From an optimization exercise on the open Yosys and OpenROAD flow, aimed at small area, a short achievable clock period and few clock cycles; shortcuts taken in it are not production practice.
Where RTL was checked, it was by simulation tests only, not by an equivalence proof against the original.
No functional check of the RTL was part of runs 1 to 5.
Power and IR drop assume default switching activity.

--- design/flow/run.sh ---
#!/bin/bash
# synth_recipe.tcl (not shown) runs the flow's synth.tcl, then flattens the netlist and writes it again
# the make line also repeats each setting of config.mk as NAME=value (left out here)
make -C /OpenROAD-flow-scripts/flow DESIGN_CONFIG=/design/flow/config.mk WORK_HOME=/design/flow/orfs CLKGATE_MAP_FILE= SYNTH_SCRIPT=/design/flow/synth_recipe.tcl finish
--- design/flow/config.mk ---
export PLATFORM = sky130hd
export DESIGN_NAME = poly2mono
export DESIGN_NICKNAME = poly2mono
export VERILOG_FILES = /design/flow/design.v
export SDC_FILE = /design/flow/constraint.sdc
export NUM_CORES = 4
export LEC_CHECK = 0
export CAP_MARGIN = 20
export CORE_MARGIN = 2
export CORE_UTILIZATION = 40
export SETUP_SLACK_MARGIN = 3.5
export SLEW_MARGIN = 20
export TNS_END_PERCENT = 5
--- design/flow/constraint.sdc ---
create_clock -name core_clock -period 6.0 [get_ports {clk}]
set_input_delay 1.2000 -clock core_clock [delete_from_list [all_inputs] [get_ports {clk}]]
set_output_delay 1.2000 -clock core_clock [all_outputs]
set_load 0.01 [all_outputs]
--- design/flow/design.v ---
module poly2mono #(
  parameter MAX_VOICE = 16
)(
  input  logic       clk,
  input  logic       reset_n,
  output logic       ready,
  input  logic       valid_in,
  input  logic       note_on_in,
  input  logic [6:0] note_num_in,
  input  logic [6:0] velocity_in,
  output logic       note_on_out,
  output logic [6:0] note_num_out,
  output logic [6:0] velocity_out
);
  localparam N = 16;
  logic       p_on, p_off;
  logic [6:0] p_note, p_vel;
  logic [6:0] e_note [0:N-1];
  logic [6:0] e_vel  [0:N-1];
  logic [4:0] cnt;
  logic [N-1:0] m;
  assign ready = 1'b1;
  logic [N-1:0] valid, pre, dn, ld, hold_n, hold_v;
  logic hit, full, push, rm;
  logic [6:0] nx_note [0:N-1];
  logic [6:0] nx_vel  [0:N-1];
  logic [4:0] cnt_nx;
  always_comb begin
    for (int i = 0; i < N; i++) begin
      valid[i] = cnt > i;
    end
    pre[0] = m[0];
    for (int i = 1; i < N; i++)
      pre[i] = pre[i-1] | m[i];
  end
  assign hit  = |m;
  assign full = cnt[4];
  assign push = p_on & ~hit & ~full;
  assign rm   = p_off & hit;
  always_comb begin
    for (int i = 0; i < N; i++) begin
      dn[i]     = (i < N-1) & p_off & pre[i];
      ld[i]     = p_on & m[i];
      hold_n[i] = ~push & ~dn[i];
      hold_v[i] = ~push & ~dn[i] & ~ld[i];
    end
    nx_note[0] = ({7{push}} & p_note) | ({7{dn[0]}} & e_note[1]) | ({7{hold_n[0]}} & e_note[0]);
    nx_vel[0]  = ({7{push | ld[0]}} & p_vel) | ({7{dn[0]}} & e_vel[1]) | ({7{hold_v[0]}} & e_vel[0]);
    for (int i = 1; i < N-1; i++) begin
      nx_note[i] = ({7{push}} & e_note[i-1]) | ({7{dn[i]}} & e_note[i+1]) | ({7{hold_n[i]}} & e_note[i]);
      nx_vel[i]  = ({7{push}} & e_vel[i-1]) | ({7{dn[i]}} & e_vel[i+1]) | ({7{ld[i]}} & p_vel)
                 | ({7{hold_v[i]}} & e_vel[i]);
    end
    nx_note[N-1] = ({7{push}} & e_note[N-2]) | ({7{hold_n[N-1]}} & e_note[N-1]);
    nx_vel[N-1]  = ({7{push}} & e_vel[N-2]) | ({7{ld[N-1]}} & p_vel) | ({7{hold_v[N-1]}} & e_vel[N-1]);
  end
  always_ff @(posedge clk) begin
    for (int i = 0; i < N; i++) begin
      e_note[i] <= nx_note[i];
      e_vel[i]  <= nx_vel[i];
    end
  end
  assign cnt_nx = push ? cnt + 5'd1 : rm ? cnt - 5'd1 : cnt;
  always_ff @(posedge clk) begin
    if (~reset_n)
      cnt <= 5'd0;
    else
      cnt <= cnt_nx;
  end
  logic in_is_on, in_on, in_off;
  assign in_is_on = note_on_in & (|velocity_in);
  assign in_on    = reset_n & valid_in & in_is_on;
  assign in_off   = reset_n & valid_in & ~in_is_on;
  always_ff @(posedge clk) begin
    p_on   <= in_on;
    p_off  <= in_off;
    p_note <= note_num_in;
    p_vel  <= velocity_in;
  end
  logic [N:0] v;    
  logic [N-1:0] m_nx;
  logic top_hit, one_nx;
  always_comb begin
    v[0] = note_num_in == p_note;
    for (int j = 0; j < N; j++)
      v[j+1] = valid[j] & (note_num_in == e_note[j]);
    for (int i = 0; i < N; i++)
      m_nx[i] = push ? v[i] : (p_off & pre[i]) ? ((i < N-1) ? v[i+2] : 1'b0) : v[i+1];
  end
  assign top_hit = m_nx[0];
  always_ff @(posedge clk)
    m <= m_nx;
  assign one_nx = cnt_nx == 5'd1;
  always_ff @(posedge clk) begin
    if (~reset_n) begin
      note_on_out  <= 1'b0;
      note_num_out <= 7'd0;
      velocity_out <= 7'd0;
    end else if (in_on) begin
      note_on_out <= 1'b1;
      if (~cnt_nx[4]) begin
        note_num_out <= note_num_in;
        velocity_out <= velocity_in;
      end
    end else if (in_off & top_hit) begin
      note_on_out  <= ~one_nx;
      note_num_out <= one_nx ? nx_note[0] : nx_note[1];
      velocity_out <= one_nx ? nx_vel[0]  : nx_vel[1];
    end
  end
endmodule
==> impl_metrics.py, run 1 <==
metrics = {
    "run_status": {
        "outcome": "no timing/DRC/antenna violations",
    },
    "timing": {
        "period_minus_slack_ns": 2.771,
        "fmax_mhz": 360.8,
        "min_period_over_period_pct": 46.19,
        "finalHoldViolCount": 0,
        "max_slew_margin_pct": 40.21,
        "setup_viol_count_final": 0,
        "finClkSkew_ns": 0.02800,
        "rsz0062_at_grt": "yes",
        "drv_slew": 0,
        "setup_tns_ns": 0,
        "tightestPinTransition_ns": 0.8964,
    },
    "cells_and_area": {
        "syn2layout_area_growth_pct": 18.76,
        "fin_util_pct": 48.53,
        "diodes": 0,
        "nNetsFinal": 1493,
        "drive_gt1_share_pct": 12.47,
        "fin_cells": 1888,
    },
    "min_path": {
        "min_path_type": "register to register",
    },
    "yosys": {
        "syn_inst": 1446,
        "synthAdderAreaFrac_pct": 0.5958,
        "yosysMostFrequentCell": "nand2_1",
        "synth.area.mux_share_pct": 0.3972,
        "syn_area_per_cell_um2": 8.713,
        "synth-compound-area-share_pct": 21.21,
        "syn-cell-area_um2": 12600,
        "synth_seq_cells": 276,
        "ys_types": 57,
        "yosysSeqAreaShare_pct": 44.41,
        "synth_top_family_by_area": "compound AO/OA/AOI/OAI gates",
        "synthArstFlopShare_pct": 0,
        "synth_common_cells": "nand2_1, dfxtp_1, a22oi_1",
        "synth_top_flop_cell": "dfxtp_1",
        "yosysWarnings": 5,
        "synth_top_area_share_pct": 42.74,
        "synth_area_leaders": "dfxtp_1, nand2_1, a222oi_1",
        "synth-xor-area-share_pct": 8.481,
        "synth_nets": 1470,
        "synth-edff-count": 7,
        "synth_simple_gate_area_share_pct": 20.71,
        "yosysTopAreaCell": "dfxtp_1",
    },
    "global_routing": {
        "grt_antenna_before_repair": 0,
        "grt_pass1_wl_um": 58660,
        "globalRouteOverflowTotal": 0,
        "grt_usage_pct": 21.45,
        "grt_max_degree": 86,
        "grt_pass1_vias": 10520,
    },
    "place": {
        "place_hpwl_um": 24180,
        "gp_congestion": 0.8739,
        "place_inst": 1789,
        "port_buffers": 32,
    },
    "cts": {
        "ctsRootBufferMaster": "clkbuf_16",
        "cts_buffer_depth": 3,
        "cts_buffers": 30,
        "clock-sinks": 276,
        "clkLatencyLatePin_ns": 0.57,
        "cts_max_level": 1,
        "cts_tree": "built",
        "ctsHoldBuffers": 0,
        "clkTransAtPathRegs_ns": 0.06,
    },
    "job": {
        "max_cap_violations": 0,
    },
    "routing": {
        "first_iter_violations": 1166,
        "num_vias": 11000,
        "avgViaCountPerCell": 5.824,
        "wl_per_cell_um": 19.08,
        "firstDrtPassIters": 8,
        "ant_nets": 0,
        "wl_um": 36030,
        "drc_errors": 0,
    },
    "floorplanning": {
        "die_area_um2": 32940,
        "fp.dieH_um": 181.5,
        "row_count": 64,
        "die_w_um": 181.5,
        "io_pins": 34,
        "core-area_um2": 30830,
        "initial_core_util_pct": 40.87,
    },
    "power": {
        "power-per-cell-area_nw_per_um2": 370.2,
        "peakVddDrop_v": 0.0001902,
        "leakagePower_nw": 6.337,
    },
    "critical_path": {
        "cp.required_ns": 6.43,
        "worstSetupEndpointType": "register",
        "crit_type": "register to register",
        "cp_max_fo": 8,
        "cp.arrival_ns": 3.20,
        "startpoint_type": "register",
    },
}
[cells by family (layout without fill, tap and decap cells)]
logic type,after synthesis,after routing
AND/OR/NAND/NOR,577,579
AO/OA/AOI/OAI,324,325
flip-flops,276,276
buffers and inverters,135,178
XOR/XNOR,122,122
adder cells (fa/ha/maj),6,6
multiplexers,5,5
other,1,1
[state kept, by name, summed over array words and instances (netlist names), named ones only]
register      count
cnt               5
e_note          105
e_vel           112
m                16
note_num_out      7
note_on_out       1
p_note            7
p_off             1
p_on              1
p_vel             7
velocity_out      7
[path summary, 6_finish.rpt]
check                           slack, ns         endpoint  cells after the start          from
worst max register to register       3.23  velocity_out[3]                      8          m[4]
worst min-delay path                 0.45     e_vel[15][0]                      2  e_vel[15][0]
worst min register to register       0.45     e_vel[15][0]                      2  e_vel[15][0]
worst max-delay path                 3.23  velocity_out[3]                      8          m[4]
[layout make-up]
cell class,instances,area (um^2)
tap,396,495.5
inverter,30,128.9
multi-input combinational,1038,6819
sequential,276,5608
fill,2879,15870
timing repair buffer,93,903.4
clock inverter,6,55.05
clock buffer,49,953.4
[stage by stage]
step | power (mW) | hold WS [ns] | setup slack, ns | area (um^2)
CTS | 5.533 | 0.4443 | 3.309 | 14830
finish | 5.539 | 0.4456 | 3.229 | 14960
global route | 5.809 | 0.4599 | 3.164 | 14960
floorplan | 3.273 | 0.4220 | 2.944 | 12670
detailed placement | 3.597 | 0.4372 | 1.621 | 13230
global placement | 3.576 | 0.4313 | 1.723 | 13230
[cell usage in the layout, fill, tap and decap left out, drive strengths merged, types with 15 or more instances in the layout]
| master | synthesis | layout |
|---|---|---|
| nand2 | 341 | 342 |
| dfxtp | 269 | 269 |
| a22oi | 100 | 100 |
| a222oi | 77 | 77 |
| nand3 | 74 | 74 |
| xnor2 | 68 | 68 |
| buf | 35 | 65 |
| xor2 | 54 | 54 |
| clkbuf | 70 | 49 |
| nor2 | 39 | 39 |
| and2 | 36 | 36 |
| a221o | 31 | 31 |
| inv | 28 | 29 |
| and3 | 26 | 26 |
| a21oi | 22 | 22 |
| a22o | 21 | 21 |
| o21ai | 21 | 21 |
| clkdlybuf4s50 | 0 | 19 |
| nor4 | 17 | 17 |
| nor3 | 16 | 16 |
| a211o | 15 | 15 |
[metal layers]
layer | track usage, % | routed length (um)
met4 | 5.496 | 653
met2 | 36.00 | 17100
met5 | 0 | 0
met3 | 2.788 | 1728
met1 | 29.18 | 16550
[where the power goes]
group | switching (mW) | internal (mW)
sequential | 0.457 | 2.28
clock | 0.761 | 1.12
combinational | 0.480 | 0.446
[critical path, cell delays in order (launching register included)]
cell and delay (ns):
dfxtp_2 0.35, nor4_4 0.33, buf_4 0.19, nand4_4 0.18, a221o_1 0.35, o311a_4 0.14
or4_4 0.63, and3_4 0.21, a211o_1 0.27
[timing repair]
| action | CTS | global route |
|---|---|---|
| cloned | 3 | 0 |
| resized for setup | 113 | 11 |
| setup buffers | 32 | 9 |
| hold endpoints to repair | 0 | 0 |
| pin swaps | 39 | 4 |
| endpoints found under the setup margin | 272 | 161 |
==> run 2: changes to the inputs <==
--- a/design/flow/config.mk
+++ b/design/flow/config.mk
@@ -9,5 +9,5 @@
 export CORE_MARGIN = 2
 export CORE_UTILIZATION = 40
-export SETUP_SLACK_MARGIN = 3.5
+export SETUP_SLACK_MARGIN = 3.2
 export SLEW_MARGIN = 20
 export TNS_END_PERCENT = 5
==> impl_metrics.py, run 2 <==
metrics = {
    "min_path": {
        "min_path_type": "register to register",
        "holdPathStages": 2,
        "whs_endpoint": "e_vel[15][0]",
        "hp-start": "e_vel[15][0]",
    },
    "place": {
        "dp_slack_ns": 1.621,
        "placed_area_um2": 13230,
        "gp_congestion": 0.8739,
        "port_buffers": 32,
        "place_hpwl_um": 24180,
    },
    "power": {
        "combPwrFrac_pct": 16.0,
        "power-per-cell-area_nw_per_um2": 377.0,
        "p_int_mw": 3.813,
        "leakagePower_nw": 6.182,
        "peakVddDrop_v": 0.0001898,
        "p_sw_mw": 1.675,
        "clkPwrFrac_pct": 34.2,
        "netSwitchingFraction_pct": 30.52,
        "p_seq_share_pct": 49.8,
    },
    "routing": {
        "drc_errors": 0,
        "num_vias": 10830,
        "wl_um": 35080,
        "wl_per_cell_um": 18.84,
        "firstDrtPassIters": 7,
        "first_iter_violations": 1243,
        "ant_nets": 0,
        "avgViaCountPerCell": 5.818,
    },
    "critical_path": {
        "path_cells": "nor4_4 > buf_4 > and2_2 > nand2_8 > inv_8 > nor2_1 > a221o_1 > and3_1 > a211o_1",
        "cp_slowest_cell": "a221o_1",
        "worstSetupEndpointType": "register",
        "rr_worst_depth": 9,
        "crit_type": "register to register",
        "ff2ff_setup_slack_ns": 3.14,
        "cp.required_ns": 6.46,
        "cp_max_fo": 65,
        "reg2reg_to": "note_num_out[0]",
        "crit-reg2reg-launch": "m[12]",
        "startpoint_type": "register",
        "cp.arrival_ns": 3.32,
        "slowest_delay_ns": 0.40,
    },
    "yosys": {
        "synth_seq_cells": 276,
        "synth_area_leaders": "dfxtp_1, nand2_1, a222oi_1",
        "synth_top_flop_cell": "dfxtp_1",
        "synth-edff-count": 7,
        "syn_area_per_cell_um2": 8.713,
        "synth_nets": 1470,
        "yosysSeqAreaShare_pct": 44.41,
        "synthArstFlopShare_pct": 0,
        "syn_inst": 1446,
        "syn-cell-area_um2": 12600,
        "yosysMostFrequentCell": "nand2_1",
        "ys_types": 57,
        "yosysTopAreaCell": "dfxtp_1",
        "synth_top_area_share_pct": 42.74,
        "yosysWarnings": 5,
        "synth_common_cells": "nand2_1, dfxtp_1, a22oi_1",
    },
    "floorplanning": {
        "core-area_um2": 30830,
        "fp.dieH_um": 181.5,
        "io_pins": 34,
        "die_w_um": 181.5,
        "die_area_um2": 32940,
        "initial_core_util_pct": 40.87,
        "row_count": 64,
    },
    "cts": {
        "ctsHoldBuffers": 0,
        "cts_buffer_depth": 3,
        "clock-sinks": 276,
        "clkLatencyLatePin_ns": 0.57,
        "clkTransAtPathRegs_ns": 0.06,
        "cts_max_level": 1,
        "cts_tree": "built",
        "cts_buffers": 30,
        "ctsRootBufferMaster": "clkbuf_16",
    },
    "cells_and_area": {
        "nNetsFinal": 1467,
        "largest_reg_flops": 112,
        "finalInstanceArea_um2": 14560,
        "seq_area_um2": 5598,
        "top_register": "e_vel",
        "multiInputGateArea_um2": 6665,
        "drive_gt1_share_pct": 8.458,
        "top_regs": "e_vel (112), e_note (105), m (16)",
        "num-fill-cells": 2940,
        "final_cell_mix": "nand2_1, dfxtp_1, a22oi_1",
        "diodes": 0,
        "syn2layout_area_growth_pct": 15.53,
        "layout_commonest_cell": "nand2_1",
    },
    "global_routing": {
        "grt_antenna_before_repair": 0,
        "grt_pass1_wl_um": 57690,
        "grt_pass1_vias": 10310,
        "grt_max_degree": 86,
        "grt_usage_pct": 20.97,
        "globalRouteOverflowTotal": 0,
    },
    "run_status": {
        "outcome": "no timing/DRC/antenna violations",
    },
    "timing": {
        "finalHoldViolCount": 0,
        "setup_viol_count_final": 0,
        "setup_slack_ns": 3.143,
        "finClkSkew_ns": 0.02669,
        "min_period_over_period_pct": 47.61,
        "rsz0062_at_grt": "yes",
        "max_slew_margin_pct": 44.11,
        "drv_slew": 0,
        "period_minus_slack_ns": 2.857,
        "fmax_mhz": 350.1,
        "setup_tns_ns": 0,
        "tightestPinTransition_ns": 0.8379,
    },
    "job": {
        "max_cap_violations": 0,
    },
}
-- run 2: cell count changes in the layout (fill, tap and decap cells not counted), sizes merged --
cell / delta
clkinv: +1
nand2: -1
buf: -28
dlygate4sd2: +7
clkdlybuf4s15: -5
clkinvlp: -1
clkdlybuf4s50: +2
or4: -1
-- run 2: worst max path at each step --
stage	from	endpoint	slack (ns)	cells past startpoint
6_report	m[12]	note_num_out[0]	3.14	9
3_5_place_dp	note_num_in[3]	velocity_out[3]	1.62	9
3_3_place_gp	note_num_in[3]	note_num_out[4]	1.72	9
4_1_cts	m[1]	e_note[9][0]	3.08	8
5_1_grt	m[1]	note_num_out[0]	3.02	8
2_1_floorplan	velocity_in[6]	note_num_out[0]	2.94	7
-- run 2: metal layers --
layer | global-route usage [%] | wire length (um) | up-vias
met5 | 0 | 0 | -
met4 | 4.911 | 647 | 0
met3 | 2.627 | 1551 | 52
met2 | 35.33 | 16580 | 283
met1 | 28.65 | 16300 | 5202
li1 | - | - | 5296
-- run 2: timing repair --
item,CTS,global route
pin swaps,15,0
buffers inserted,17,0
resized for setup,51,9
gates cloned,1,0
endpoints found under the setup margin,234,96
-- run 2: logic make-up after synthesis --
logic type      Yosys count  synth area share (%)
compound gates          324                 21.21
xor+xnor                122                 8.481
other cells               1               0.02976
buf+inv                 135                 4.171
flops                   276                 44.41
fa+ha+maj                 6                0.5958
mux                       5                0.3972
simple gates            577                 20.71
-- run 2: cell type report --
| class | instances | area share (%) |
|---|---|---|
| clock buffers | 49 | 6.550 |
| clock inverters | 6 | 0.3782 |
| inverters | 30 | 0.8252 |
| multi-input cells | 1036 | 45.79 |
| flip-flops and latches | 276 | 38.46 |
| well taps | 396 | 3.404 |
| repair buffers | 69 | 4.599 |
-- run 2: stage by stage --
step	std cells	power [mW]	utilization, %	hold slack (ns)
after floorplan	1446	3.273	-	0.4220
after global placement	1789	3.576	42.93	0.4313
after detailed placement	1789	3.597	42.93	0.4372
after CTS	1862	5.501	47.12	0.4443
after global routing	1862	5.760	47.22	0.4599
final	1862	5.487	47.22	0.4466
-- run 2: critical path: cells and delay by family (launching register included) --
family | cells | cell delay, ns
flip-flops | 1 | 0.36
buffers and inverters | 2 | 0.56
AO/OA/AOI/OAI | 2 | 0.65
AND/OR/NAND/NOR | 5 | 1.14
-- run 2: power groups by stage --
stage                     Combinational (mW)  Sequential [mW]  Clock [mW]
final                                  0.879             2.73        1.87
after global routing                   0.990             2.79        1.98
after CTS                              0.875             2.72        1.91
after detailed placement               0.844             2.75           0
after global placement                 0.824             2.75           0
after floorplan                        0.678             2.59           0
==> run 3: changes to the inputs <==
--- a/design/flow/config.mk
+++ b/design/flow/config.mk
@@ -8,6 +8,6 @@
 export CAP_MARGIN = 20
 export CORE_MARGIN = 2
-export CORE_UTILIZATION = 40
-export SETUP_SLACK_MARGIN = 3.2
+export CORE_UTILIZATION = 60
+export SETUP_SLACK_MARGIN = 3.8
 export SLEW_MARGIN = 20
 export TNS_END_PERCENT = 5
==> impl_metrics.py, run 3 <==
metrics = {
    "cells_and_area": {
        "top_register": "e_vel",
        "largest_reg_flops": 112,
        "final_cell_mix": "nand2_1, dfxtp_1, a22oi_1",
        "layout_commonest_cell": "nand2_1",
        "nNetsFinal": 1503,
        "finalInstanceArea_um2": 14970,
        "drive_gt1_share_pct": 13.23,
        "syn2layout_area_growth_pct": 18.78,
        "fin_util_pct": 71.87,
        "diodes": 0,
        "fin_cells": 1772,
        "top_regs": "e_vel (112), e_note (105), m (16)",
    },
    "cts": {
        "clkTransAtPathRegs_ns": 0.06,
        "clock-sinks": 276,
        "cts_buffers": 29,
        "ctsRootBufferMaster": "clkbuf_16",
        "cts_max_level": 1,
        "clkLatencyLatePin_ns": 0.55,
        "cts_tree": "built",
        "cts_buffer_depth": 3,
        "ctsHoldBuffers": 0,
    },
    "global_routing": {
        "grt_usage_pct": 30.48,
        "grt_antenna_before_repair": 0,
        "grt_pass1_vias": 10230,
        "grt_pass1_wl_um": 55570,
        "grt_max_degree": 132,
        "globalRouteOverflowTotal": 0,
    },
    "min_path": {
        "min_path_type": "register to register",
    },
    "power": {
        "power-per-cell-area_nw_per_um2": 361.2,
        "power_mw": 5.406,
        "leakagePower_nw": 6.436,
        "peakVddDrop_v": 0.0003360,
    },
    "timing": {
        "fmax_mhz": 369.4,
        "min_period_over_period_pct": 45.12,
        "drv_slew": 0,
        "finalHoldViolCount": 0,
        "rsz0062_at_grt": "yes",
        "finClkSkew_ns": 0.008336,
        "setup_tns_ns": 0,
        "tightestPinTransition_ns": 0.8401,
        "period_minus_slack_ns": 2.707,
        "max_slew_margin_pct": 43.96,
        "setup_viol_count_final": 0,
    },
    "routing": {
        "ant_nets": 0,
        "num_vias": 11290,
        "wl_per_cell_um": 20.15,
        "wl_um": 35710,
        "avgViaCountPerCell": 6.369,
        "drc_errors": 0,
        "firstDrtPassIters": 9,
        "first_iter_violations": 1205,
    },
    "floorplanning": {
        "core-area_um2": 20820,
        "io_pins": 34,
        "fp.dieH_um": 148.9,
        "die_area_um2": 22170,
        "die_w_um": 148.9,
        "row_count": 53,
        "initial_core_util_pct": 60.51,
    },
    "yosys": {
        "syn-cell-area_um2": 12600,
        "synth_nets": 1470,
        "yosysWarnings": 5,
        "ys_types": 57,
        "synth_area_leaders": "dfxtp_1, nand2_1, a222oi_1",
        "yosysSeqAreaShare_pct": 44.41,
        "synth_top_flop_cell": "dfxtp_1",
        "synth_top_area_share_pct": 42.74,
        "syn_area_per_cell_um2": 8.713,
        "yosysMostFrequentCell": "nand2_1",
        "synth_seq_cells": 276,
        "syn_inst": 1446,
        "synth_common_cells": "nand2_1, dfxtp_1, a22oi_1",
        "synth-edff-count": 7,
        "synthArstFlopShare_pct": 0,
        "yosysTopAreaCell": "dfxtp_1",
    },
    "place": {
        "placed_area_um2": 13060,
        "port_buffers": 32,
        "place_hpwl_um": 22810,
        "gp_congestion": 0.8498,
        "place_inst": 1666,
    },
    "job": {
        "max_cap_violations": 0,
    },
    "critical_path": {
        "ff2ff_setup_slack_ns": 3.29,
        "cp.required_ns": 6.44,
        "crit_type": "register to register",
        "cp_max_fo": 8,
        "worstSetupEndpointType": "register",
        "cp.arrival_ns": 3.15,
        "startpoint_type": "register",
    },
    "run_status": {
        "outcome": "no timing/DRC/antenna violations",
    },
}
## run 3: layer usage
metal  global-route usage, %  part of all wire, %  vias to the layer above
li1                        -                    -                     5362
met1                   42.53                   43                     5401
met2                   50.12                   47                      459
met3                   3.976                  7.0                       63
met4                   8.143                  2.2                        0
met5                       0                    0                        -
## run 3: kinds of logic after synthesis
logic type | count (synthesis) | synth area share [%]
multiplexers | 5 | 0.3972
flip-flops | 276 | 44.41
other | 1 | 0.02976
AO/OA/AOI/OAI | 324 | 21.21
AND/OR/NAND/NOR | 577 | 20.71
buffers and inverters | 135 | 4.171
XOR/XNOR | 122 | 8.481
adder cells (fa/ha/maj) | 6 | 0.5958
## run 3: stage by stage
step,hold WS (ns),setup WS [ns]
detailed placement,0.4364,1.578
CTS,0.4459,3.371
finish,0.4426,3.293
floorplan,0.4220,2.944
global route,0.4635,3.239
global placement,0.4324,1.612
## run 3: final timing paths
path                                    from              end  cells after the start
worst min register to register  e_vel[15][1]     e_vel[15][1]                      2
worst max register to register         m[10]  note_num_out[0]                      8
worst max-delay path                   m[10]  note_num_out[0]                      8
worst min-delay path            e_vel[15][1]     e_vel[15][1]                      2
## run 3: cell type report
type	count	area [um^2]
Fill cell	1628	5857
Multi-Input combinational cell	1039	6874
Sequential cell	276	5618
Clock inverter	4	25.02
Inverter	30	128.9
Timing Repair Buffer	103	1100
Clock buffer	45	875.8
Tap cell	275	344.1
## run 3: power breakdown
group / leakage (nW) / switching [mW] / internal (mW)
sequential: 2.27 / 0.460 / 2.28
clock: 0.447 / 0.730 / 0.992
combinational: 3.72 / 0.486 / 0.462
total: 6.44 / 1.68 / 3.73
## run 3: worst max-delay path: stages (launching register included)
cell	delay, ns
dfxtp_4	0.36
nor4_4	0.33
buf_4	0.19
nand4_4	0.15
a221o_1	0.33
o311a_4	0.15
or4_4	0.63
and3_4	0.23
a211o_1	0.23
## run 3: what timing repair did
| item | 4_1_cts | 5_1_grt |
|---|---|---|
| pin swaps | 43 | 10 |
| gates resized for setup | 136 | 31 |
| cloned | 3 | 3 |
| setup buffers | 31 | 20 |
| setup endpoints to repair | 274 | 259 |
==> run 4: changes to the inputs <==
--- a/design/flow/config.mk
+++ b/design/flow/config.mk
@@ -9,4 +9,6 @@
 export CORE_MARGIN = 2
 export CORE_UTILIZATION = 60
+export CTS_BUF_LIST = sky130_fd_sc_hd__clkbuf_4 sky130_fd_sc_hd__clkbuf_8
+export CTS_CLUSTER_SIZE = 30
 export SETUP_SLACK_MARGIN = 3.8
 export SLEW_MARGIN = 20
==> impl_metrics.py, run 4 <==
metrics = {
    "cells_and_area": {
        "drive_gt1_share_pct": 13.97,
        "top_register": "e_vel",
        "top_regs": "e_vel (112), e_note (105), m (16)",
        "finalInstanceArea_um2": 14750,
        "syn2layout_area_growth_pct": 17.04,
        "fin_util_pct": 70.82,
        "final_cell_mix": "nand2_1, dfxtp_1, a22oi_1",
        "diodes": 0,
        "num-fill-cells": 1680,
        "layout_commonest_cell": "nand2_1",
        "largest_reg_flops": 112,
        "nNetsFinal": 1501,
    },
    "yosys": {
        "synth_top_flop_cell": "dfxtp_1",
        "yosysWarnings": 5,
        "synth_top_area_share_pct": 42.74,
        "syn_inst": 1446,
        "synth_area_leaders": "dfxtp_1, nand2_1, a222oi_1",
        "synth_nets": 1470,
        "synth-edff-count": 7,
        "yosysTopAreaCell": "dfxtp_1",
        "synth_seq_cells": 276,
        "syn_area_per_cell_um2": 8.713,
        "yosysMostFrequentCell": "nand2_1",
        "ys_types": 57,
        "syn-cell-area_um2": 12600,
        "synth_common_cells": "nand2_1, dfxtp_1, a22oi_1",
        "synthArstFlopShare_pct": 0,
        "yosysSeqAreaShare_pct": 44.41,
    },
    "global_routing": {
        "grt_pass1_wl_um": 55390,
        "grt_antenna_before_repair": 0,
        "grt_max_degree": 132,
        "grt_pass1_vias": 10280,
        "globalRouteOverflowTotal": 0,
        "grt_usage_pct": 30.52,
    },
    "min_path": {
        "holdPathStages": 2,
        "min_path_type": "register to register",
    },
    "timing": {
        "min_period_over_period_pct": 46.65,
        "setup_slack_ns": 3.201,
        "tightestPinTransition_ns": 0.8478,
        "rsz0062_at_grt": "yes",
        "holdWs_ns": 0.4442,
        "finClkSkew_ns": 0.02665,
        "period_minus_slack_ns": 2.799,
        "finalHoldViolCount": 0,
        "setup_tns_ns": 0,
        "setup_viol_count_final": 0,
        "max_slew_margin_pct": 43.45,
        "fmax_mhz": 357.3,
        "drv_slew": 0,
    },
    "run_status": {
        "outcome": "no timing/DRC/antenna violations",
    },
    "cts": {
        "cts_buffers": 45,
        "clkTransAtPathRegs_ns": 0.06,
        "cts_tree": "built",
        "ctsRootBufferMaster": "clkbuf_8",
        "cts_buffer_depth": 3,
        "clock-sinks": 276,
        "cts_max_level": 2,
        "clkLatencyLatePin_ns": 0.56,
    },
    "routing": {
        "num_vias": 11030,
        "met1_length_um": 15740,
        "drc_errors": 0,
        "wl_met2_um": 16380,
        "wl_met3_um": 2111,
        "wl_um": 34810,
        "wl_per_cell_um": 19.50,
        "avgViaCountPerCell": 6.178,
        "ant_nets": 0,
        "first_iter_violations": 1114,
        "firstDrtPassIters": 7,
        "routed.top_layer": "met4",
    },
    "critical_path": {
        "slowest_delay_ns": 0.66,
        "worstSetupEndpointType": "register",
        "ff2ff_setup_slack_ns": 3.25,
        "reg2reg_to": "velocity_out[6]",
        "rr_worst_depth": 7,
        "endpoint": "velocity_out[0]",
        "crit-reg2reg-launch": "m[2]",
        "cp.arrival_ns": 3.23,
        "crit_type": "primary input to register",
        "path_cells": "clkdlybuf4s50_1 > nand2_1 > nor2_2 > a21boi_4 > a211oi_4 > buf_6 > a22o_1 > a211o_1",
        "cp_max_fo": 7,
        "critical_path.top_delay_family": "compound AO/OA/AOI/OAI gates",
        "worst-path-buf-inv": 2,
        "setup.worst_path.start": "reset_n",
        "cp.depth": 8,
        "startpoint_type": "primary input",
        "cp_slowest_cell": "clkdlybuf4s50_1",
        "cp.required_ns": 6.43,
    },
    "floorplanning": {
        "die_area_um2": 22170,
        "row_count": 53,
        "io_pins": 34,
        "core-area_um2": 20820,
        "die_w_um": 148.9,
        "initial_core_util_pct": 60.51,
        "fp.dieH_um": 148.9,
    },
    "place": {
        "gp_congestion": 0.8498,
        "placed_area_um2": 13060,
        "dp_slack_ns": 1.578,
        "place_hpwl_um": 22810,
        "port_buffers": 32,
    },
    "power": {
        "power-per-cell-area_nw_per_um2": 365.4,
        "peakVddDrop_v": 0.0002375,
        "leakagePower_nw": 6.346,
    },
    "job": {
        "max_cap_violations": 0,
    },
}
-- run 4: how the worst min path moves through the flow --
| stage | endpoint | startpoint | slack, ns |
|---|---|---|---|
| floorplan | e_vel[15][0] | e_vel[15][0] | 0.42 |
| global placement | e_vel[15][6] | e_vel[15][6] | 0.43 |
| detailed placement | e_vel[15][1] | e_vel[15][1] | 0.44 |
| CTS | e_vel[15][1] | e_vel[15][1] | 0.45 |
| global route | e_vel[15][2] | e_vel[15][2] | 0.46 |
| finish | e_vel[15][1] | e_vel[15][1] | 0.44 |
-- run 4: per-stage QoR --
step / std cells / power, mW
4_1_cts: 1777 / 5.366
5_1_grt: 1785 / 5.649
2_1_floorplan: 1446 / 3.273
6_report: 1785 / 5.388
3_3_place_gp: 1666 / 3.552
3_5_place_dp: 1666 / 3.577
-- run 4: final cells by class --
cell class	count	area [um^2]	area share (%)
tap	275	344.1	2.333
multi-input combinational	1038	6837	46.36
timing repair buffer	86	857.1	5.812
inverter	30	128.9	0.8739
clock inverter	1	7.507	0.05091
clock buffer	79	962.2	6.525
sequential	276	5610	38.05
-- run 4: power by group --
group	switching (mW)	internal (mW)
clock network	0.736	0.998
registers	0.460	2.28
logic	0.473	0.445
total	1.67	3.72
-- run 4: routing by layer --
layer / track usage (%) / up-vias
li1: - / 5369
met1: 42.69 / 5237
met2: 49.61 / 371
met3: 4.587 / 50
met4: 8.095 / 0
met5: 0 / -
-- run 4: worst reg2reg max path, stage by stage (launching register included) --
cell     delay (ns)
dfxtp_2        0.33
nor4_4         0.39
and3_4         0.33
nand2_8        0.14
o311a_4        0.37
or4_4          0.63
and3_4         0.24
a211o_1        0.21
-- run 4: timing repair --
action,in CTS,in global routing
cloned,2,1
hold buffers,0,0
setup buffers,29,7
pin swaps,36,4
resized for setup,115,25
endpoints found under the setup margin,274,259
-- run 4: logic make-up after synthesis --
family,synth area share [%]
xor+xnor,8.481
flops,44.41
other cells,0.02976
mux,0.3972
compound gates,21.21
fa+ha+maj,0.5958
simple gates,20.71
buf+inv,4.171
==> run 5: changes to the inputs <==
--- a/design/flow/design.v
+++ b/design/flow/design.v
@@ -20,4 +20,5 @@
   logic [4:0] cnt;
   logic [N-1:0] m;
+  logic c_0, c_1, c_2, c_15, c_16;
   assign ready = 1'b1;
   logic [N-1:0] valid, pre, dn, ld, hold_n, hold_v;
@@ -35,5 +36,5 @@
   end
   assign hit  = |m;
-  assign full = cnt[4];
+  assign full = c_16;
   assign push = p_on & ~hit & ~full;
   assign rm   = p_off & hit;
@@ -63,8 +64,19 @@
   assign cnt_nx = push ? cnt + 5'd1 : rm ? cnt - 5'd1 : cnt;
   always_ff @(posedge clk) begin
-    if (~reset_n)
-      cnt <= 5'd0;
-    else
-      cnt <= cnt_nx;
+    if (~reset_n) begin
+      cnt  <= 5'd0;
+      c_0  <= 1'b1;
+      c_1  <= 1'b0;
+      c_2  <= 1'b0;
+      c_15 <= 1'b0;
+      c_16 <= 1'b0;
+    end else begin
+      cnt  <= cnt_nx;
+      c_0  <= cnt_nx == 5'd0;
+      c_1  <= cnt_nx == 5'd1;
+      c_2  <= cnt_nx == 5'd2;
+      c_15 <= cnt_nx == 5'd15;
+      c_16 <= cnt_nx == 5'd16;
+    end
   end
   logic in_is_on, in_on, in_off;
@@ -91,5 +103,7 @@
   always_ff @(posedge clk)
     m <= m_nx;
-  assign one_nx = cnt_nx == 5'd1;
+  logic full_nx;
+  assign one_nx  = push ? c_0 : rm ? c_2 : c_1;
+  assign full_nx = push ? c_15 : ~rm & c_16;
   always_ff @(posedge clk) begin
     if (~reset_n) begin
@@ -99,5 +113,5 @@
     end else if (in_on) begin
       note_on_out <= 1'b1;
-      if (~cnt_nx[4]) begin
+      if (~full_nx) begin
         note_num_out <= note_num_in;
         velocity_out <= velocity_in;
==> design/flow/config.mk (replaced) <==
export PLATFORM = sky130hd
export DESIGN_NAME = poly2mono
export DESIGN_NICKNAME = poly2mono
export VERILOG_FILES = /design/flow/design.v
export SDC_FILE = /design/flow/constraint.sdc
export NUM_CORES = 4
export LEC_CHECK = 0
export CAP_MARGIN = 20
export CORE_MARGIN = 2
export CORE_UTILIZATION = 40
export SETUP_SLACK_MARGIN = 3.5
export SLEW_MARGIN = 20
export TNS_END_PERCENT = 5
==> impl_metrics.py, run 5 <==
metrics = {
    "critical_path": {
        "worstSetupEndpointType": "register",
        "cp_max_fo": 45,
        "critical_path.top_delay_family": "simple AND/OR/NAND/NOR gates",
        "cp.required_ns": 6.47,
        "cp.arrival_ns": 3.17,
        "crit_type": "register to register",
        "slowest_delay_ns": 0.54,
        "worst-path-buf-inv": 1,
        "startpoint_type": "register",
        "cp_slowest_cell": "or4b_1",
        "path_cells": "nor4_4 > and4_4 > nand2_8 > clkinv_16 > nor2_1 > a221o_1 > or4b_1 > nor3_2",
    },
    "place": {
        "place_hpwl_um": 24460,
        "gp_congestion": 0.8082,
        "dp_slack_ns": 1.488,
        "port_buffers": 32,
        "place_inst": 1834,
    },
    "global_routing": {
        "grt_antenna_before_repair": 0,
        "grt_usage_pct": 20.85,
        "grt_pass1_vias": 10950,
        "grt_pass1_wl_um": 60640,
        "grt_max_degree": 79,
        "globalRouteOverflowTotal": 0,
    },
    "floorplanning": {
        "fp.dieH_um": 186.4,
        "core-area_um2": 32620,
        "die_area_um2": 34730,
        "row_count": 66,
        "die_w_um": 186.4,
        "io_pins": 34,
        "initial_core_util_pct": 40.78,
    },
    "yosys": {
        "yosysMostFrequentCell": "nand2_1",
        "synth-edff-count": 7,
        "synth_common_cells": "nand2_1, dfxtp_1, a221o_1",
        "synth_top_flop_cell": "dfxtp_1",
        "syn_area_per_cell_um2": 9.055,
        "synth_top_area_share_pct": 41.24,
        "yosysTopAreaCell": "dfxtp_1",
        "yosysSeqAreaShare_pct": 42.82,
        "synthArstFlopShare_pct": 0,
        "syn-cell-area_um2": 13300,
        "syn_inst": 1469,
        "synth_area_leaders": "dfxtp_1, nand2_1, a221o_1",
        "ys_types": 69,
        "yosysWarnings": 5,
        "synth_nets": 1493,
        "synth_seq_cells": 281,
    },
    "cells_and_area": {
        "num-fill-cells": 3076,
        "largest_reg_flops": 112,
        "final_cell_mix": "nand2_1, dfxtp_1, a221o_1",
        "syn2layout_area_growth_pct": 17.12,
        "fin_cells": 1945,
        "top_register": "e_vel",
        "diodes": 0,
        "drive_gt1_share_pct": 13.77,
        "top_regs": "e_vel (112), e_note (105), m (16)",
        "nNetsFinal": 1506,
        "layout_commonest_cell": "nand2_1",
    },
    "cts": {
        "cts_buffer_depth": 3,
        "clkLatencyLatePin_ns": 0.55,
        "ctsRootBufferMaster": "clkbuf_16",
        "cts_tree": "built",
        "clock-sinks": 281,
        "clkTransAtPathRegs_ns": 0.06,
        "cts_buffers": 29,
        "cts_max_level": 1,
    },
    "power": {
        "leakagePower_nw": 6.202,
        "power-per-cell-area_nw_per_um2": 335.3,
        "peakVddDrop_v": 0.0002798,
    },
    "routing": {
        "first_iter_violations": 1046,
        "wl_per_cell_um": 19.11,
        "firstDrtPassIters": 9,
        "ant_nets": 0,
        "num_vias": 11300,
        "wl_um": 37160,
        "avgViaCountPerCell": 5.807,
        "drc_errors": 0,
    },
    "timing": {
        "period_minus_slack_ns": 2.704,
        "min_period_over_period_pct": 45.06,
        "setup_tns_ns": 0,
        "tightestPinTransition_ns": 0.9339,
        "finClkSkew_ns": 0.01660,
        "max_slew_margin_pct": 37.74,
        "rsz0062_at_grt": "yes",
        "finalHoldViolCount": 0,
        "setup_slack_ns": 3.296,
        "setup_viol_count_final": 0,
        "holdWs_ns": 0.4418,
        "fmax_mhz": 369.9,
        "drv_slew": 0,
    },
    "run_status": {
        "outcome": "no timing/DRC/antenna violations",
    },
    "min_path": {
        "min_path_type": "register to register",
    },
    "job": {
        "max_cap_violations": 0,
    },
}
run 5: cell types whose count changed in the layout (fill, tap and decap cells not counted), sizes merged, moves of 15 or more:
cell / before / now
clkbuf: 79 / 43
buf: 58 / 80
a221o: 31 / 92
nand3: 74 / 23
a211o: 15 / 0
nand2: 342 / 285
a21oi: 22 / 41
a22o: 21 / 44
nor3: 16 / 34
a222oi: 77 / 35
run 5: worst register-to-register path: cells and delay by family (launching register included):
| kind | cells | cell delay, ns |
|---|---|---|
| flops | 1 | 0.37 |
| compound gates | 1 | 0.37 |
| buf+inv | 1 | 0.21 |
| simple gates | 6 | 1.69 |
run 5: path summary, 6_finish.rpt:
kind | cells after the start | slack (ns) | start | end
hold / removal | 2 | 0.44 | e_vel[15][5] | e_vel[15][5]
hold reg to reg | 2 | 0.44 | e_vel[15][5] | e_vel[15][5]
setup / recovery | 8 | 3.30 | m[1] | c_1
setup reg to reg | 8 | 3.30 | m[1] | c_1
run 5: cell type report:
type	count	area [um^2]	area share, %
multi-input combinational	1039	7207	46.26
sequential	281	5700	36.59
timing repair buffer	104	1016	6.522
clock buffer	43	879.6	5.646
tap	442	553.0	3.550
inverter	26	131.4	0.8433
clock inverter	9	75.07	0.4819
timing repair inverter	1	16.27	0.1044
run 5: report_power, final:
group          switching, mW  total, mW  internal, mW
sequential             0.359       2.58          2.22
clock                  0.758       1.81          1.05
combinational          0.424      0.838         0.413
total                   1.54       5.22          3.68
run 5: through the flow:
stage          instance area [um^2]  power (mW)  util, %
2_1_floorplan                 13330       3.093        -
3_3_place_gp                  13790       3.335    42.29
3_5_place_dp                  13790       3.352    42.29
4_1_cts                       15550       5.233    47.67
5_1_grt                       15580       5.465    47.76
6_report                      15580       5.223    47.76
run 5: logic make-up (layout without fill, tap and decap cells):
family                     Yosys count  count (layout)  share of synthesized area (%)
AOI/OAI and AO/OA                  378             380                          24.06
xor gates and xnor gates           122             122                          8.033
adders and majority gates            6               6                         0.5644
buffers and inverters              152             183                          5.042
DFF                                281             281                          42.82
muxes                               13              13                         0.9782
other                                1               1                        0.02819
and+or+nand+nor                    516             517                          18.47
run 5: timing repair:
| action | 4_1_cts | 5_1_grt |
|---|---|---|
| setup endpoints to repair | 281 | 154 |
| pin swaps | 22 | 2 |
| setup buffers | 53 | 2 |
| gates cloned | 4 | 0 |
| hold endpoints to repair | 0 | 0 |
| hold buffers | 0 | 0 |
| gates resized for setup | 114 | 4 |
run 5: per-layer routing:
metal | track usage, % | routed length (um) | vias to the layer above
li1 | - | - | 5428
met1 | 30.26 | 17870 | 5510
met2 | 32.99 | 16710 | 296
met3 | 2.501 | 1780 | 61
met4 | 4.923 | 794 | 0
met5 | 0 | 0 | -
==> run 6: changes to the inputs <==
--- a/design/flow/design.v
+++ b/design/flow/design.v
@@ -20,4 +20,5 @@
   logic [4:0] cnt;
   logic [N-1:0] m;
+  logic hit_r;
   logic c_0, c_1, c_2, c_15, c_16;
   assign ready = 1'b1;
@@ -35,5 +36,5 @@
       pre[i] = pre[i-1] | m[i];
   end
-  assign hit  = |m;
+  assign hit  = hit_r;
   assign full = c_16;
   assign push = p_on & ~hit & ~full;
@@ -101,6 +102,10 @@
   end
   assign top_hit = m_nx[0];
-  always_ff @(posedge clk)
-    m <= m_nx;
+  logic hit_nx;
+  assign hit_nx = ((|v[N:1]) & ~(rm & v[0])) | (push & v[0]);
+  always_ff @(posedge clk) begin
+    m     <= m_nx;
+    hit_r <= hit_nx;
+  end
   logic full_nx;
   assign one_nx  = push ? c_0 : rm ? c_2 : c_1;
--- a/design/flow/config.mk
+++ b/design/flow/config.mk
@@ -8,6 +8,6 @@
 export CAP_MARGIN = 20
 export CORE_MARGIN = 2
-export CORE_UTILIZATION = 40
-export SETUP_SLACK_MARGIN = 3.5
+export CORE_UTILIZATION = 60
+export SETUP_SLACK_MARGIN = 3.8
 export SLEW_MARGIN = 20
 export TNS_END_PERCENT = 5
==> impl_metrics.py, run 6 <==
metrics = {
    "cells_and_area": {
        "seq_area_um2": 5720,
        "multiInputGateArea_um2": 7390,
        "layout_commonest_cell": "nand2_1",
        "top_register": "e_vel",
        "syn2layout_area_growth_pct": 17.53,
        "drive_gt1_share_pct": 12.81,
        "nNetsFinal": 1586,
        "largest_reg_flops": 112,
        "final_cell_mix": "nand2_1, dfxtp_1, a22oi_1",
        "diodes": 0,
        "top_regs": "e_vel (112), e_note (105), m (16)",
        "num-fill-cells": 1671,
    },
    "critical_path": {
        "cp.required_ns": 6.48,
        "slowest_delay_ns": 0.53,
        "critical_path.top_delay_family": "buffers and inverters",
        "worstSetupEndpointType": "register",
        "path_cells": "buf_6 > or4_4 > o41ai_4 > buf_4 > o311ai_4 > a41oi_4 > buf_6 > buf_12 > mux2i_1",
        "startpoint_type": "primary input",
        "worst-path-buf-inv": 4,
        "cp_slowest_cell": "or4_4",
        "cp_max_fo": 6,
        "crit_type": "primary input to register",
        "ff2ff_setup_slack_ns": 3.48,
        "path_common_cell": "buf_6",
        "cp.arrival_ns": 3.03,
    },
    "yosys": {
        "synth_nets": 1579,
        "synth_top_flop_cell": "dfxtp_1",
        "yosysTopAreaCell": "dfxtp_1",
        "synth_common_cells": "nand2_1, dfxtp_1, xor2_1",
        "synth_seq_cells": 282,
        "yosysSeqAreaShare_pct": 43.05,
        "ys_types": 64,
        "yosysWarnings": 5,
        "syn_area_per_cell_um2": 8.537,
        "synth-edff-count": 7,
        "synth_top_area_share_pct": 41.47,
        "synth_area_leaders": "dfxtp_1, nand2_1, xor2_1",
        "yosysMostFrequentCell": "nand2_1",
        "syn_inst": 1555,
        "synthArstFlopShare_pct": 0,
        "syn-cell-area_um2": 13280,
    },
    "global_routing": {
        "grt_usage_pct": 30.02,
        "grt_pass1_wl_um": 59200,
        "grt_max_degree": 69,
        "grt_pass1_vias": 11320,
        "use_met3_pct": 3.641,
        "met1_usage_pct": 42.12,
        "grt_antenna_before_repair": 0,
        "grt_most_used_layer": "met2",
        "use_met2_pct": 48.84,
        "globalRouteOverflowTotal": 0,
    },
    "cts": {
        "clock-sinks": 282,
        "cts_max_level": 1,
        "clkTransAtPathRegs_ns": 0.06,
        "cts_tree": "built",
        "cts_buffers": 31,
        "cts_buffer_depth": 3,
        "ctsRootBufferMaster": "clkbuf_16",
        "clkLatencyLatePin_ns": 0.56,
    },
    "timing": {
        "setup_slack_ns": 3.447,
        "tightestPinTransition_ns": 0.9277,
        "setup_viol_count_final": 0,
        "min_period_over_period_pct": 42.55,
        "max_slew_margin_pct": 37.78,
        "setup_tns_ns": 0,
        "finClkSkew_ns": 0.01725,
        "period_minus_slack_ns": 2.553,
        "rsz0062_at_grt": "yes",
        "fmax_mhz": 391.7,
        "drv_slew": 0,
        "finalHoldViolCount": 0,
    },
    "min_path": {
        "min_path_type": "register to register",
    },
    "routing": {
        "drc_errors": 0,
        "ant_nets": 0,
        "wl_per_cell_um": 19.70,
        "wl_um": 36740,
        "num_vias": 11890,
        "first_iter_violations": 1355,
        "avgViaCountPerCell": 6.375,
        "firstDrtPassIters": 7,
    },
    "place": {
        "place_hpwl_um": 23620,
        "dp_slack_ns": 1.537,
        "gp_congestion": 0.9110,
        "port_buffers": 32,
    },
    "floorplanning": {
        "initial_core_util_pct": 61.02,
        "core-area_um2": 21760,
        "die_area_um2": 23330,
        "io_pins": 34,
        "die_w_um": 152.7,
        "fp.dieH_um": 152.7,
        "row_count": 54,
    },
    "job": {
        "max_cap_violations": 0,
    },
    "run_status": {
        "outcome": "no timing/DRC/antenna violations",
    },
    "power": {
        "leakagePower_nw": 6.735,
        "power-per-cell-area_nw_per_um2": 341.7,
        "peakVddDrop_v": 0.0002641,
    },
}
-- run 6: changes by cell type in the layout (fill, tap and decap cells not counted), moves of 16 or more --
cell	delta
a21oi_1	-19
nand2_1	+73
xor2_2	+16
o21ai_0	+29
a22o_1	-33
buf_4	-19
a221o_1	-57
a222oi_1	+20
a22oi_1	+27
xor2_1	+41
nand3_1	+74
xnor2_1	-57
-- run 6: worst reg2reg max path: stages (launching register included) --
cell and delay, ns:
dfxtp_1 0.38, buf_12 0.20, or3b_4 0.49, inv_16 0.19, a21oi_1 0.18, a222oi_1 0.54, a31oi_1 0.17, a41o_1 0.26
-- run 6: per-stage QoR --
step | hold slack, ns | instance area (um^2) | cells | power, mW | util (%)
detailed placement | 0.4347 | 13590 | 1767 | 3.408 | 62.47
global placement | 0.4310 | 13590 | 1767 | 3.389 | 62.47
global route | 0.4665 | 15600 | 1865 | 5.569 | 71.72
CTS | 0.4453 | 15150 | 1857 | 5.260 | 69.65
finish | 0.4469 | 15600 | 1865 | 5.331 | 71.72
floorplan | 0.4227 | 13280 | 1555 | 3.144 | -
-- run 6: cell type report --
cell class / count / area share (%)
multi-input combinational: 1125 / 47.36
sequential: 282 / 36.66
timing repair buffer: 92 / 6.624
clock buffer: 49 / 5.982
tap: 280 / 2.245
inverter: 29 / 0.8019
clock inverter: 7 / 0.2646
timing repair inverter: 1 / 0.05613
-- run 6: final timing paths --
path,start,to,depth (start not counted)
max reg2reg,p_on,velocity_out[1],7
min reg2reg,e_vel[15][3],e_vel[15][3],2
min,e_vel[15][3],e_vel[15][3],2
max,velocity_in[2],velocity_out[3],9
-- run 6: timing repair --
item | in CTS | in global routing
cloned | 7 | 0
setup buffers | 27 | 8
resized for setup | 91 | 94
hold buffers | 0 | 0
endpoints found under the setup margin | 269 | 256
pin swaps | 14 | 26
-- run 6: power breakdown --
| group | switching, mW | internal [mW] |
|---|---|---|
| combinational | 0.472 | 0.415 |
| sequential | 0.390 | 2.24 |
| clock | 0.758 | 1.06 |
-- run 6: logic make-up (layout without fill, tap and decap cells) --
group | count (synthesis) | after routing | share of synthesized area (%)
simple gates | 613 | 614 | 20.32
mux | 21 | 21 | 1.583
compound gates | 360 | 360 | 21.48
fa+ha+maj | 6 | 6 | 0.5655
buf+inv | 149 | 178 | 4.854
other cells | 1 | 1 | 0.02825
xor+xnor | 123 | 123 | 8.115
flops | 282 | 282 | 43.05
-- run 6: metal layers --
| metal | vias up | part of all wire [%] |
|---|---|---|
| met5 | - | 0 |
| met4 | 0 | 2.6 |
| met3 | 72 | 5.5 |
| met2 | 410 | 47 |
| met1 | 5767 | 45 |
| li1 | 5641 | - |
Testbench counts of run 6, summed over its fixed seeds: cycles 24,000.
==> run 7: changes to the inputs <==
--- a/design/flow/design.v
+++ b/design/flow/design.v
@@ -18,18 +18,20 @@
   logic [6:0] e_note [0:N-1];
   logic [6:0] e_vel  [0:N-1];
-  logic [4:0] cnt;
+  logic [N-1:0] valid;    
   logic [N-1:0] m;
   logic hit_r;
   logic c_0, c_1, c_2, c_15, c_16;
+  assign c_0  = ~valid[0];
+  assign c_1  = valid[0] & ~valid[1];
+  assign c_2  = valid[1] & ~valid[2];
+  assign c_15 = valid[N-2] & ~valid[N-1];
+  assign c_16 = valid[N-1];
   assign ready = 1'b1;
-  logic [N-1:0] valid, pre, dn, ld, hold_n, hold_v;
+  logic [N-1:0] pre, dn, ld, hold_n, hold_v;
   logic hit, full, push, rm;
   logic [6:0] nx_note [0:N-1];
   logic [6:0] nx_vel  [0:N-1];
-  logic [4:0] cnt_nx;
+  logic [N-1:0] valid_nx;
   always_comb begin
-    for (int i = 0; i < N; i++) begin
-      valid[i] = cnt > i;
-    end
     pre[0] = m[0];
     for (int i = 1; i < N; i++)
@@ -63,21 +65,14 @@
     end
   end
-  assign cnt_nx = push ? cnt + 5'd1 : rm ? cnt - 5'd1 : cnt;
+  always_comb
+    for (int i = 0; i < N; i++)
+      valid_nx[i] = push ? ((i == 0) | valid[(i == 0) ? 0 : i-1])
+                  : rm   ? ((i < N-1) & valid[(i < N-1) ? i+1 : i])
+                  :        valid[i];
   always_ff @(posedge clk) begin
-    if (~reset_n) begin
-      cnt  <= 5'd0;
-      c_0  <= 1'b1;
-      c_1  <= 1'b0;
-      c_2  <= 1'b0;
-      c_15 <= 1'b0;
-      c_16 <= 1'b0;
-    end else begin
-      cnt  <= cnt_nx;
-      c_0  <= cnt_nx == 5'd0;
-      c_1  <= cnt_nx == 5'd1;
-      c_2  <= cnt_nx == 5'd2;
-      c_15 <= cnt_nx == 5'd15;
-      c_16 <= cnt_nx == 5'd16;
-    end
+    if (~reset_n)
+      valid <= '0;
+    else
+      valid <= valid_nx;
   end
   logic in_is_on, in_on, in_off;
==> impl_metrics.py, run 7 <==
metrics = {
    "global_routing": {
        "grt_antenna_before_repair": 0,
        "grt_pass1_vias": 11510,
        "globalRouteOverflowTotal": 0,
        "grt_pass1_wl_um": 62440,
        "grt_usage_pct": 32.18,
        "grt_max_degree": 74,
    },
    "power": {
        "clkPwrFrac_pct": 38.7,
        "power-per-cell-area_nw_per_um2": 323.0,
        "p_sw_mw": 1.367,
        "power_mw": 5.077,
        "p_int_mw": 3.710,
        "netSwitchingFraction_pct": 26.93,
        "combPwrFrac_pct": 13.0,
        "peakVddDrop_v": 0.0002855,
        "p_seq_share_pct": 48.3,
        "leakagePower_nw": 6.399,
    },
    "floorplanning": {
        "core-area_um2": 21760,
        "fp.dieH_um": 152.6,
        "die_w_um": 152.6,
        "die_area_um2": 23280,
        "initial_core_util_pct": 60.87,
        "io_pins": 34,
        "row_count": 54,
    },
    "critical_path": {
        "startpoint_type": "primary input",
        "cp.required_ns": 6.43,
        "cp_max_fo": 4,
        "cp.arrival_ns": 2.89,
        "rr_worst_depth": 6,
        "crit_type": "primary input to register",
        "worstSetupEndpointType": "register",
    },
    "routing": {
        "ant_nets": 0,
        "drc_errors": 0,
        "wl_um": 39200,
        "firstDrtPassIters": 10,
        "avgViaCountPerCell": 6.587,
        "num_vias": 12250,
        "wl_per_cell_um": 21.09,
        "first_iter_violations": 1373,
    },
    "cells_and_area": {
        "final_cell_mix": "nand2_1, dfxtp_1, a22oi_1",
        "diodes": 0,
        "drive_gt1_share_pct": 13.87,
        "top_register": "e_vel",
        "finalInstanceArea_um2": 15720,
        "layout_commonest_cell": "nand2_1",
        "fin_cells": 1859,
        "syn2layout_area_growth_pct": 18.70,
        "largest_reg_flops": 112,
        "top_regs": "e_vel (112), e_note (105)",
        "nNetsFinal": 1575,
    },
    "yosys": {
        "yosysWarnings": 5,
        "yosysMostFrequentCell": "nand2_1",
        "yosysSeqAreaShare_pct": 44.07,
        "synth_nets": 1562,
        "syn_inst": 1544,
        "synth_top_flop_cell": "dfxtp_1",
        "synth-edff-count": 7,
        "yosysTopAreaCell": "dfxtp_1",
        "synthArstFlopShare_pct": 0,
        "synth_top_area_share_pct": 42.48,
        "syn-cell-area_um2": 13240,
        "synth_common_cells": "nand2_1, dfxtp_1, a22oi_1",
        "syn_area_per_cell_um2": 8.577,
        "ys_types": 61,
        "synth_area_leaders": "dfxtp_1, nand2_1, a22oi_1",
        "synth_seq_cells": 288,
    },
    "run_status": {
        "outcome": "no timing/DRC/antenna violations",
    },
    "min_path": {
        "holdPathStages": 2,
        "min_path_type": "register to register",
    },
    "cts": {
        "ctsRootBufferMaster": "clkbuf_16",
        "clkLatencyLatePin_ns": 0.56,
        "clock-sinks": 288,
        "cts_max_level": 1,
        "cts_buffer_depth": 3,
        "ctsHoldBuffers": 0,
        "cts_buffers": 30,
        "cts_tree": "built",
        "clkTransAtPathRegs_ns": 0.06,
    },
    "timing": {
        "period_minus_slack_ns": 2.457,
        "min_period_over_period_pct": 40.95,
        "setup_viol_count_final": 0,
        "tightestPinTransition_ns": 0.9586,
        "setup_tns_ns": 0,
        "drv_slew": 0,
        "max_slew_margin_pct": 35.86,
        "setup_slack_ns": 3.543,
        "rsz0062_at_grt": "yes",
        "fmax_mhz": 407.0,
        "finClkSkew_ns": 0.01493,
        "finalHoldViolCount": 0,
    },
    "place": {
        "gp_congestion": 0.8489,
        "placed_area_um2": 13490,
        "port_buffers": 32,
        "place_inst": 1741,
        "place_hpwl_um": 24360,
        "dp_slack_ns": 1.627,
    },
    "job": {
        "max_cap_violations": 0,
    },
}
==> run 7: cell types whose count changed after synthesis, moves of 14 or more <==
cell | before | now
nand3_1 | 101 | 66
xnor2_1 | 8 | 95
nand4_1 | 10 | 32
a221o_1 | 35 | 51
xor2_1 | 115 | 24
nand2_1 | 358 | 386
a21oi_1 | 15 | 29
==> run 7: timing repair <==
action / in CTS / in global routing
gates resized for setup: 194 / 42
gates cloned: 14 / 3
buffers inserted: 26 / 21
hold endpoints to repair: 0 / 0
pin swaps: 34 / 20
endpoints found under the setup margin: 288 / 215
==> run 7: cells by family (layout without fill, tap and decap cells) <==
family / count (synthesis) / after routing / share of synthesized area [%]
simple gates: 582 / 584 / 18.86
flops: 288 / 288 / 44.07
buf+inv: 146 / 174 / 4.658
other cells: 1 / 1 / 0.02832
mux: 18 / 18 / 1.389
compound gates: 390 / 395 / 23.13
xor+xnor: 119 / 119 / 7.870
==> run 7: through the flow <==
stage | util, % | hold WS [ns]
2_1_floorplan | - | 0.4227
3_3_place_gp | 61.99 | 0.4305
3_5_place_dp | 61.99 | 0.4362
4_1_cts | 70.70 | 0.4445
5_1_grt | 72.25 | 0.4765
6_report | 72.25 | 0.4457
==> run 7: final cells by class <==
type / instances / area [um^2]
clock buffers: 44 / 864.6
well taps: 280 / 350.3
clock inverters: 10 / 175.2
multi-input cells: 1117 / 7283
flip-flops and latches: 288 / 5853
repair buffers: 99 / 1076
fillers: 1688 / 6037
repair inverters: 3 / 26.28
inverters: 18 / 90.09
==> run 7: path summary, 6_finish.rpt <==
kind	from	end	slack [ns]
worst max-delay path	note_num_in[2]	hit_r	3.54
worst min-delay path	e_vel[15][6]	e_vel[15][6]	0.45
worst max register to register	m[8]	e_vel[14][2]	3.63
worst min register to register	e_vel[15][6]	e_vel[15][6]	0.45
==> run 7: routing by layer <==
metal	vias to the layer above	share of wire, %	global-route usage [%]
li1	5658	-	-
met4	0	2.9	9.744
met1	5945	45	47.00
met3	85	7.8	4.380
met2	558	45	49.75
met5	-	0	0
==> run 7: critical path, stage by stage <==
cell	delay, ns
buf_6	0.12
bufbuf_16	0.27
xnor2_2	0.14
nand4_1	0.14
nor2_4	0.08
or4_4	0.53
nor4_4	0.28
o21ai_1	0.11
==> run 7: power by group through the flow <==
| stage | Clock, mW | Combinational [mW] | Sequential, mW |
|---|---|---|---|
| CTS | 1.98 | 0.629 | 2.44 |
| global route | 2.06 | 0.726 | 2.48 |
| floorplan | 0 | 0.478 | 2.38 |
| finish | 1.96 | 0.660 | 2.45 |
| global placement | 0 | 0.554 | 2.48 |
| detailed placement | 0 | 0.570 | 2.48 |
Testbench counts of run 7, summed over its fixed seeds: cycles 24,000.
==> run 8: changes to the inputs <==
--- a/design/flow/config.mk
+++ b/design/flow/config.mk
@@ -9,5 +9,5 @@
 export CORE_MARGIN = 2
 export CORE_UTILIZATION = 60
-export SETUP_SLACK_MARGIN = 3.8
+export SETUP_SLACK_MARGIN = 4.0
 export SLEW_MARGIN = 20
 export TNS_END_PERCENT = 5
==> impl_metrics.py, run 8 <==
metrics = {
    "cts": {
        "clkTransAtPathRegs_ns": 0.06,
        "cts_max_level": 1,
        "cts_buffers": 31,
        "cts_buffer_depth": 3,
        "ctsHoldBuffers": 0,
        "clock-sinks": 288,
        "ctsRootBufferMaster": "clkbuf_16",
        "cts_tree": "built",
        "clkLatencyLatePin_ns": 0.56,
    },
    "power": {
        "p_int_mw": 3.698,
        "leakagePower_nw": 6.353,
        "power-per-cell-area_nw_per_um2": 326.1,
        "netSwitchingFraction_pct": 27.11,
        "p_seq_share_pct": 48.3,
        "clkPwrFrac_pct": 39.2,
        "combPwrFrac_pct": 12.5,
        "peakVddDrop_v": 0.0002925,
        "p_sw_mw": 1.375,
    },
    "min_path": {
        "min_path_type": "register to register",
    },
    "floorplanning": {
        "fp.dieH_um": 152.6,
        "die_w_um": 152.6,
        "die_area_um2": 23280,
        "core-area_um2": 21760,
        "initial_core_util_pct": 60.87,
        "io_pins": 34,
        "row_count": 54,
    },
    "yosys": {
        "synth_seq_cells": 288,
        "syn-cell-area_um2": 13240,
        "synthArstFlopShare_pct": 0,
        "yosysMostFrequentCell": "nand2_1",
        "synth_common_cells": "nand2_1, dfxtp_1, a22oi_1",
        "synth_area_leaders": "dfxtp_1, nand2_1, a22oi_1",
        "synth_top_flop_cell": "dfxtp_1",
        "ys_types": 61,
        "synth-edff-count": 7,
        "synth_top_area_share_pct": 42.48,
        "syn_inst": 1544,
        "yosysWarnings": 5,
        "synth_nets": 1562,
        "yosysSeqAreaShare_pct": 44.07,
        "syn_area_per_cell_um2": 8.577,
        "yosysTopAreaCell": "dfxtp_1",
    },
    "global_routing": {
        "grt_max_degree": 76,
        "grt_pass1_vias": 11310,
        "grt_antenna_before_repair": 0,
        "grt_usage_pct": 31.87,
        "globalRouteOverflowTotal": 0,
        "grt_pass1_wl_um": 61870,
    },
    "routing": {
        "wl_um": 38990,
        "wl_per_cell_um": 21.00,
        "first_iter_violations": 1415,
        "avgViaCountPerCell": 6.497,
        "firstDrtPassIters": 9,
        "ant_nets": 0,
        "num_vias": 12070,
        "drc_errors": 0,
    },
    "critical_path": {
        "crit_type": "primary input to register",
        "worstSetupEndpointType": "register",
        "cp_max_fo": 11,
        "cp.arrival_ns": 2.95,
        "cp.required_ns": 6.44,
        "startpoint_type": "primary input",
    },
    "cells_and_area": {
        "nNetsFinal": 1571,
        "seq_area_um2": 5848,
        "fin_cells": 1857,
        "largest_reg_flops": 112,
        "final_cell_mix": "nand2_1, dfxtp_1, a22oi_1",
        "num-fill-cells": 1691,
        "multiInputGateArea_um2": 7216,
        "top_register": "e_vel",
        "fin_util_pct": 71.50,
        "syn2layout_area_growth_pct": 17.47,
        "drive_gt1_share_pct": 12.94,
        "layout_commonest_cell": "nand2_1",
        "diodes": 0,
        "top_regs": "e_vel (112), e_note (105)",
    },
    "place": {
        "place_hpwl_um": 24490,
        "port_buffers": 32,
        "gp_congestion": 0.8540,
        "place_inst": 1742,
    },
    "timing": {
        "finClkSkew_ns": 0.02117,
        "fmax_mhz": 398.8,
        "min_period_over_period_pct": 41.79,
        "finalHoldViolCount": 0,
        "setup_tns_ns": 0,
        "holdWs_ns": 0.4447,
        "max_slew_margin_pct": 32.51,
        "drv_slew": 0,
        "tightestPinTransition_ns": 1.009,
        "period_minus_slack_ns": 2.508,
        "rsz0062_at_grt": "yes",
        "setup_viol_count_final": 0,
    },
    "job": {
        "max_cap_violations": 0,
    },
    "run_status": {
        "outcome": "no timing/DRC/antenna violations",
    },
}
run 8: final cells by class:
class	count	share of cell area, %
clock buffers	47	6.081
clock inverters	10	0.8204
inverters	18	0.5711
multi-input cells	1117	46.38
flip-flops and latches	288	37.59
well taps	280	2.252
repair buffers	94	6.129
repair inverters	3	0.1689
run 8: routing by layer:
metal | share of wire [%] | routed length [um] | GRT usage, % | up-vias
met5 | 0 | 0 | 0 | -
met2 | 45 | 17560 | 50.01 | 496
met4 | 2.4 | 936 | 9.568 | 0
met1 | 45 | 17680 | 45.85 | 5843
met3 | 7.2 | 2817 | 4.522 | 77
li1 | - | - | - | 5649
run 8: power by group through the flow:
stage | Combinational [mW] | Clock (mW) | Sequential, mW
floorplan | 0.480 | 0 | 2.38
global placement | 0.554 | 0 | 2.48
detailed placement | 0.570 | 0 | 2.48
CTS | 0.618 | 2.00 | 2.44
global route | 0.705 | 2.08 | 2.48
finish | 0.636 | 1.99 | 2.45
run 8: per-stage QoR:
stage | setup slack (ns) | total power, mW | area, um^2
after floorplan | 3.227 | 2.864 | 13360
after global placement | 1.678 | 3.035 | 13490
after detailed placement | 1.586 | 3.050 | 13490
after CTS | 3.500 | 5.059 | 15280
after global routing | 3.449 | 5.262 | 15560
final | 3.492 | 5.073 | 15560
run 8: cell families after synthesis:
kind of cell / count (synthesis) / share of synthesized area [%]
mux: 18 / 1.389
flops: 288 / 44.07
simple gates: 582 / 18.86
other cells: 1 / 0.02832
buf+inv: 146 / 4.658
xor+xnor: 119 / 7.870
compound gates: 390 / 23.13
run 8: critical path: stages:
cell	delay, ns
buf_4	0.21
buf_4	0.26
xnor2_1	0.10
nand4_1	0.10
nor2_1	0.11
or4_1	0.53
nor4_1	0.31
o21ai_0	0.12
run 8: what timing repair did:
item,CTS,global route
gates cloned,9,4
setup buffers,27,18
resized for setup,178,25
endpoints found under the setup margin,289,254
pin swaps,19,19
run 8: worst paths after layout:
kind	startpoint	end	slack (ns)	depth (start not counted)
setup / recovery	note_num_in[1]	hit_r	3.49	8
hold / removal	e_vel[15][1]	e_vel[15][1]	0.44	2
setup reg to reg	m[8]	e_note[13][4]	3.49	7
hold reg to reg	e_vel[15][1]	e_vel[15][1]	0.44	2

-- separate check: timing with driven ports --
No port has a modelled driver above. Below, the same layouts with a new extraction and two added sets of constraints. Step 1: set_driving_cell puts a clkbuf_16 on clk and a buf_2 on each other input, an assumption about the parent block. Step 2, shift: input delay + t, output delay - t, t = (earliest + latest rising clock arrival at the registers) / 2. This alone moves slack from input paths to output paths. Three values: ideal, step 1, step 2; two values: the first two.
run	t (ns)	setup WS [ns]	hold slack, ns	worst setup path at the end	latest minus earliest clock arrival (ns)
run 1	0.604	3.229 / 3.229 / 2.741	0.446 / 0.446 / 0.446	input to register	0.028 / 0.028
run 2	0.603	3.143 / 3.143 / 2.613	0.447 / 0.447 / 0.447	input to register	0.026 / 0.027
run 3	0.595	3.293 / 3.293 / 2.748	0.443 / 0.443 / 0.443	input to register	0.009 / 0.009
run 4	0.591	3.201 / 3.217 / 2.626	0.444 / 0.444 / 0.444	input to register	0.027 / 0.027
run 5	0.589	3.296 / 3.271 / 2.771	0.442 / 0.442 / 0.442	input to register	0.018 / 0.018
run 6	0.599	3.447 / 3.465 / 2.866	0.447 / 0.447 / 0.447	input to register	0.017 / 0.018
run 7	0.599	3.543 / 3.529 / 2.962	0.446 / 0.446 / 0.446	input to register	0.016 / 0.015
run 8	0.607	3.492 / 3.479 / 2.912	0.445 / 0.445 / 0.445	input to register	0.021 / 0.021
After both steps setup and hold are still met in every run listed.
